Context: an optimization exercise on an open-source flow, tuned for small area and a short achievable clock period. The choices shown serve that exercise and are no tape-out recipe. In this exercise RTL edits were held to simulation tests only and were not proved equivalent to the original. Power is estimated from default activity; no workload was simulated.

==> flow/design.v (excerpt) <==
module systolic_array_4x4(
		      FDi0, FDi4, FDi8, FDi12,
		      RD0, RD1, RD2, RD3,
		      clk, rst, result_ld,
		      FDo0, FDo4, FDo8, FDo12,
		      sa_GD0, sa_GD1, sa_GD2, sa_GD3);
	parameter DATA_WIDTH=16;
	input [DATA_WIDTH-1:0] FDi0, FDi4, FDi8, FDi12;
	input [(2*DATA_WIDTH)-1:0] RD0, RD1, RD2, RD3;
	input clk, rst, result_ld;
	output [(2*DATA_WIDTH)-1:0] sa_GD0, sa_GD1, sa_GD2, sa_GD3;
	output [DATA_WIDTH-1:0] FDo0, FDo4, FDo8, FDo12;
	localparam S_RESET = 3'd0, S_CALC = 3'd1, S_LOAD = 3'd2, S_D1 = 3'd3,
	           S_D2 = 3'd4, S_DRAIN = 3'd5;
	reg [2:0] state;
	reg [2:0] n_state;
	always @(*) begin
		case (state)
			S_RESET: n_state = S_CALC;
			S_CALC:  n_state = result_ld ? S_LOAD : S_CALC;
			S_LOAD:  n_state = S_D1;
			S_D1:    n_state = S_D2;
			default: n_state = S_DRAIN;
		endcase
	end
	always @(posedge clk)
		if (rst) state <= S_RESET;
		else     state <= n_state;
	wire calc = (n_state == S_CALC);                   
	wire load = (state == S_CALC) && result_ld;        
	reg q3, q2, q1, q0;
	always @(posedge clk) begin
		q3 <= !rst && n_state == S_CALC;
		q2 <= !rst && n_state == S_LOAD;
		q1 <= !rst && n_state == S_D1;
		q0 <= !rst && n_state == S_D2;
	end
	wire win  = load || state == S_LOAD || state == S_D1 || state == S_D2;
	wire [31:0] RD_n [0:3];
	wire [15:0] FD_w [0:3];
	assign RD_n[0] = RD0; assign RD_n[1] = RD1; assign RD_n[2] = RD2; assign RD_n[3] = RD3;
	assign FD_w[0] = FDi0; assign FD_w[1] = FDi4; assign FD_w[2] = FDi8; assign FD_w[3] = FDi12;
	reg  [31:0] GD  [0:15];
	reg  [15:0] FDo [0:3];     
	reg  [24:0] E   [0:15];    
	reg  [31:0] S   [0:15];
	reg  [31:0] C   [0:15];
	wire [31:0] SO  [0:15];
	wire [31:0] CO  [0:15];
	wire [24:0] EF  [0:3];     
	genvar r, c;
	generate
		for (r = 0; r < 4; r = r + 1) begin : row
			pe_enc enc (.B(FD_w[r]), .E(EF[r]));
			always @(posedge clk)
				if (rst)       FDo[r] <= 0;
				else if (calc) FDo[r] <= FD_w[r];
			for (c = 0; c < 4; c = c + 1) begin : col
				localparam integer i = r*4 + c;
				wire [31:0] rd_in = (r == 0) ? RD_n[c] : GD[i-4];
				wire [24:0] e_in  = (c == 0) ? EF[r] : E[i-1];
				if (r < 3 || c < 3) begin : e_reg
					always @(posedge clk)
						if (calc && !rst) E[i] <= e_in;
						else              E[i] <= 0;
				end
				if (r < 3) begin : own
  ...
For scale: ~18000 cells after synthesis, roughly 2000 flip-flops, roughly 390 I/O pins, ~210000 um2 of cells after synthesis.
==> module systolic_array_4x4, before the edit <==
module systolic_array_4x4(
		      FDi0, FDi4, FDi8, FDi12,
		      RD0, RD1, RD2, RD3,
		      clk, rst, result_ld,
		      FDo0, FDo4, FDo8, FDo12,
		      sa_GD0, sa_GD1, sa_GD2, sa_GD3);
	parameter DATA_WIDTH=16;
	input [DATA_WIDTH-1:0] FDi0, FDi4, FDi8, FDi12;
	input [(2*DATA_WIDTH)-1:0] RD0, RD1, RD2, RD3;
	input clk, rst, result_ld;
	output [(2*DATA_WIDTH)-1:0] sa_GD0, sa_GD1, sa_GD2, sa_GD3;
	output [DATA_WIDTH-1:0] FDo0, FDo4, FDo8, FDo12;
	localparam S_RESET = 3'd0, S_CALC = 3'd1, S_LOAD = 3'd2, S_D1 = 3'd3,
	           S_D2 = 3'd4, S_DRAIN = 3'd5;
	reg [2:0] state;
	reg [2:0] n_state;
	always @(*) begin
		case (state)
			S_RESET: n_state = S_CALC;
			S_CALC:  n_state = result_ld ? S_LOAD : S_CALC;
			S_LOAD:  n_state = S_D1;
			S_D1:    n_state = S_D2;
			default: n_state = S_DRAIN;
		endcase
	end
	always @(posedge clk)
		if (rst) state <= S_RESET;
		else     state <= n_state;
	wire calc = (n_state == S_CALC);                   
	wire load = (state == S_CALC) && result_ld;        
	reg q3, q2, q1, q0;
	always @(posedge clk) begin
		q3 <= !rst && n_state == S_CALC;
		q2 <= !rst && n_state == S_LOAD;
		q1 <= !rst && n_state == S_D1;
		q0 <= !rst && n_state == S_D2;
	end
	wire win  = load || state == S_LOAD || state == S_D1 || state == S_D2;
	wire [31:0] RD_n [0:3];
	wire [15:0] FD_w [0:3];
	assign RD_n[0] = RD0; assign RD_n[1] = RD1; assign RD_n[2] = RD2; assign RD_n[3] = RD3;
	assign FD_w[0] = FDi0; assign FD_w[1] = FDi4; assign FD_w[2] = FDi8; assign FD_w[3] = FDi12;
	reg  [31:0] GD  [0:15];
	reg  [15:0] FDo [0:3];     
	reg  [24:0] E   [0:15];    
	reg  [31:0] S   [0:15];
	reg  [31:0] C   [0:15];
	wire [31:0] SO  [0:15];
	wire [31:0] CO  [0:15];
	wire [24:0] EF  [0:3];     
	genvar r, c;
	generate
		for (r = 0; r < 4; r = r + 1) begin : row
			pe_enc enc (.B(FD_w[r]), .E(EF[r]));
			always @(posedge clk)
				if (rst)       FDo[r] <= 0;
				else if (calc) FDo[r] <= FD_w[r];
			for (c = 0; c < 4; c = c + 1) begin : col
				localparam integer i = r*4 + c;
				wire [31:0] rd_in = (r == 0) ? RD_n[c] : GD[i-4];
				wire [24:0] e_in  = (c == 0) ? EF[r] : E[i-1];
				if (r < 3 || c < 3) begin : e_reg
					always @(posedge clk)
						if (calc && !rst) E[i] <= e_in;
						else              E[i] <= 0;
				end
				if (r < 3) begin : own
					fsm_pe mac (.A(GD[i]), .E(E[i]),
					            .S(S[i]), .C(C[i]), .SO(SO[i]), .CO(CO[i]));
				end else if (c > 0) begin : direct
					fsm_pe mac (.A(rd_in), .E(e_in),
					            .S(S[i]), .C(C[i]), .SO(SO[i]), .CO(CO[i]));
				end else begin : piped
					wire [31:0] p0, p1;
					reg  [31:0] P0, P1;
					pe_mul2 mul (.A(rd_in), .B(FD_w[r]), .P0(p0), .P1(p1));
					always @(posedge clk)
						if (rst) begin
							P0 <= 0; P1 <= 0;
						end else begin
							P0 <= p0; P1 <= p1;
						end
					pe_acc2 mac (.S(S[i]), .C(C[i]), .P0(P0), .P1(P1), .SO(SO[i]), .CO(CO[i]));
				end
				always @(posedge clk)
					if (rst) begin
						S[i] <= 0;
						C[i] <= 0;
					end else begin
						S[i] <= SO[i];
						C[i] <= CO[i];
					end
				if (r < 3) begin : gd_pass
					always @(posedge clk)
						if (rst) GD[i] <= 0;
						else     GD[i] <= rd_in;
				end else begin : gd_out
					wire [31:0] s3 = c == 0 ? SO[i] : S[i];
					wire [31:0] c3 = c == 0 ? CO[i] : C[i];
					wire [31:0] sa = ({32{q3}} & s3) | ({32{q2}} & S[i-4]) |
					                 ({32{q1}} & S[i-8]) | ({32{q0}} & S[i-12]);
					wire [31:0] ca = ({32{q3}} & c3) | ({32{q2}} & C[i-4]) |
					                 ({32{q1}} & C[i-8]) | ({32{q0}} & C[i-12]);
					wire [31:0] res;
					if (c == 0) begin : ks
						pe_cpa cpa (.a(sa), .b(ca), .y(res));
					end else begin : bk
						pe_cpa_bk cpa (.a(sa), .b(ca), .y(res));
					end
					always @(posedge clk)
						if (rst)      GD[i] <= 0;
						else if (win) GD[i] <= res;
						else          GD[i] <= rd_in;
				end
			end
		end
	endgenerate
	assign sa_GD0 = GD[12]; assign sa_GD1 = GD[13]; assign sa_GD2 = GD[14]; assign sa_GD3 = GD[15];
	assign FDo0 = FDo[0]; assign FDo4 = FDo[1]; assign FDo8 = FDo[2]; assign FDo12 = FDo[3];
endmodule
make LEC_CHECK=0 CAP_MARGIN=20 CORE_MARGIN=2 CORE_UTILIZATION=55 SETUP_SLACK_MARGIN=3.8 SLEW_MARGIN=20 SYNTH_HIERARCHICAL=1 SYNTH_MINIMUM_KEEP_SIZE=0 TNS_END_PERCENT=0 finish   # period 7.5 ns
run.sh (not shown) runs the stock make flow with config.mk's settings and CLKGATE_MAP_FILE= SYNTH_SCRIPT=/design/flow/synth_recipe.tcl, a recipe that flattens the netlist after the stock synthesis.
==> next run, changes <==
--- a/flow/design.v
+++ b/flow/design.v
@@ -3831,12 +3831,17 @@
 module pe_fa (a, b, c, s, co);
 	input a, b, c;
 	output s, co;
 	assign s = a ^ b ^ c;
 	assign co = (a & b) | (a & c) | (b & c);
 endmodule
+module pe_ao21 (a, b, c, y);
+	input a, b, c;
+	output y;
+	assign y = (a & b) | c;
+endmodule
 module pe_ha (a, b, s, c);
 	input a, b;
 	output s, c;
 	assign s = a ^ b;
 	assign c = a & b;
 endmodule
@@ -3886,12 +3891,13 @@
 	always @(posedge clk) begin
 		q3 <= !rst && n_state == S_CALC;
 		q2 <= !rst && n_state == S_LOAD;
 		q1 <= !rst && n_state == S_D1;
 		q0 <= !rst && n_state == S_D2;
 	end
+	wire clr3 = (state == S_RESET);
 	wire win  = load || state == S_LOAD || state == S_D1 || state == S_D2;
 	wire [31:0] RD_n [0:3];
 	wire [15:0] FD_w [0:3];
 	assign RD_n[0] = RD0; assign RD_n[1] = RD1; assign RD_n[2] = RD2; assign RD_n[3] = RD3;
 	assign FD_w[0] = FDi0; assign FD_w[1] = FDi4; assign FD_w[2] = FDi8; assign FD_w[3] = FDi12;
 	reg  [31:0] GD  [0:15];
@@ -3925,39 +3931,43 @@
 					fsm_pe mac (.A(rd_in), .E(e_in),
 					            .S(S[i]), .C(C[i]), .SO(SO[i]), .CO(CO[i]));
 				end else begin : piped
 					wire [31:0] p0, p1;
 					reg  [31:0] P0, P1;
 					pe_mul2 mul (.A(rd_in), .B(FD_w[r]), .P0(p0), .P1(p1));
-					always @(posedge clk)
-						if (rst) begin
-							P0 <= 0; P1 <= 0;
-						end else begin
-							P0 <= p0; P1 <= p1;
-						end
+					always @(posedge clk) begin
+						P0 <= p0; P1 <= p1;
+					end
 					pe_acc2 mac (.S(S[i]), .C(C[i]), .P0(P0), .P1(P1), .SO(SO[i]), .CO(CO[i]));
 				end
 				always @(posedge clk)
-					if (rst) begin
+					if (rst || (i == 12 && clr3)) begin
 						S[i] <= 0;
 						C[i] <= 0;
 					end else begin
 						S[i] <= SO[i];
 						C[i] <= CO[i];
 					end
 				if (r < 3) begin : gd_pass
 					always @(posedge clk)
 						if (rst) GD[i] <= 0;
 						else     GD[i] <= rd_in;
 				end else begin : gd_out
-					wire [31:0] s3 = c == 0 ? SO[i] : S[i];
-					wire [31:0] c3 = c == 0 ? CO[i] : C[i];
-					wire [31:0] sa = ({32{q3}} & s3) | ({32{q2}} & S[i-4]) |
-					                 ({32{q1}} & S[i-8]) | ({32{q0}} & S[i-12]);
-					wire [31:0] ca = ({32{q3}} & c3) | ({32{q2}} & C[i-4]) |
-					                 ({32{q1}} & C[i-8]) | ({32{q0}} & C[i-12]);
+					wire [31:0] s_lo = ({32{q2}} & S[i-4]) | ({32{q1}} & S[i-8]) | ({32{q0}} & S[i-12]);
+					wire [31:0] c_lo = ({32{q2}} & C[i-4]) | ({32{q1}} & C[i-8]) | ({32{q0}} & C[i-12]);
+					wire [31:0] sa, ca;
+					if (c == 0) begin : late
+						genvar b;
+						for (b = 0; b < 32; b = b + 1) begin : bit_
+							pe_ao21 ms (.a(q3), .b(SO[i][b]), .c(s_lo[b]), .y(sa[b]));
+							pe_ao21 mc (.a(q3), .b(CO[i][b]), .c(c_lo[b]), .y(ca[b]));
+						end
+					end else begin : early
+						assign sa = ({32{q3}} & S[i]) | s_lo;
+						assign ca = ({32{q3}} & C[i]) | c_lo;
+					end
 					wire [31:0] res;
 					if (c == 0) begin : ks
 						pe_cpa cpa (.a(sa), .b(ca), .y(res));
 					end else begin : bk
 						pe_cpa_bk cpa (.a(sa), .b(ca), .y(res));
 					end
Combinational power hardly moves.
Final cell count rises by 0.44%.
Via count went up by about 0.9%.
Setup slack gains 0.11 ns.
Area after synthesis barely changes.
Sequential cell count does not change.
Clock skew came out higher by 0.035 ns.
Die area is about the same.
Global-route usage rises by 0.40 points.
Sequential share of layout area decreases by 0.11 points.

[afterwards: timing with drivers on the ports]
In the flow no input, the clock included, has a driving cell. The finished layouts below were timed again as built, in two steps.
Step 1, drivers: a clkbuf_16 drives clk and a buf_2 each remaining input, both assumed.
Step 2 adds t to the input delays and takes it off the output delays; t is the mean of the earliest and latest rising clock arrival at the registers after step 1. Input paths then give back, and output paths get back, about the clock's delay inside the block.
Three values: ideal ports, drivers, drivers and shift; two values: the first two.
run | t (ns) | setup slack, ns | hold WS [ns] | clock arrival spread, ns
the first run | 1.027 | 3.595 / 3.537 / 2.626 | 0.452 / 0.452 / 0.452 | 0.048 / 0.049
the second run | 1.099 | 3.703 / 3.702 / 2.737 | 0.456 / 0.456 / 0.456 | 0.087 / 0.087
After both steps every run listed still meets setup and hold. For the first run, which loses most, drivers alone change the setup slack by -0.058 ns; drivers and shift together by -0.969 ns.
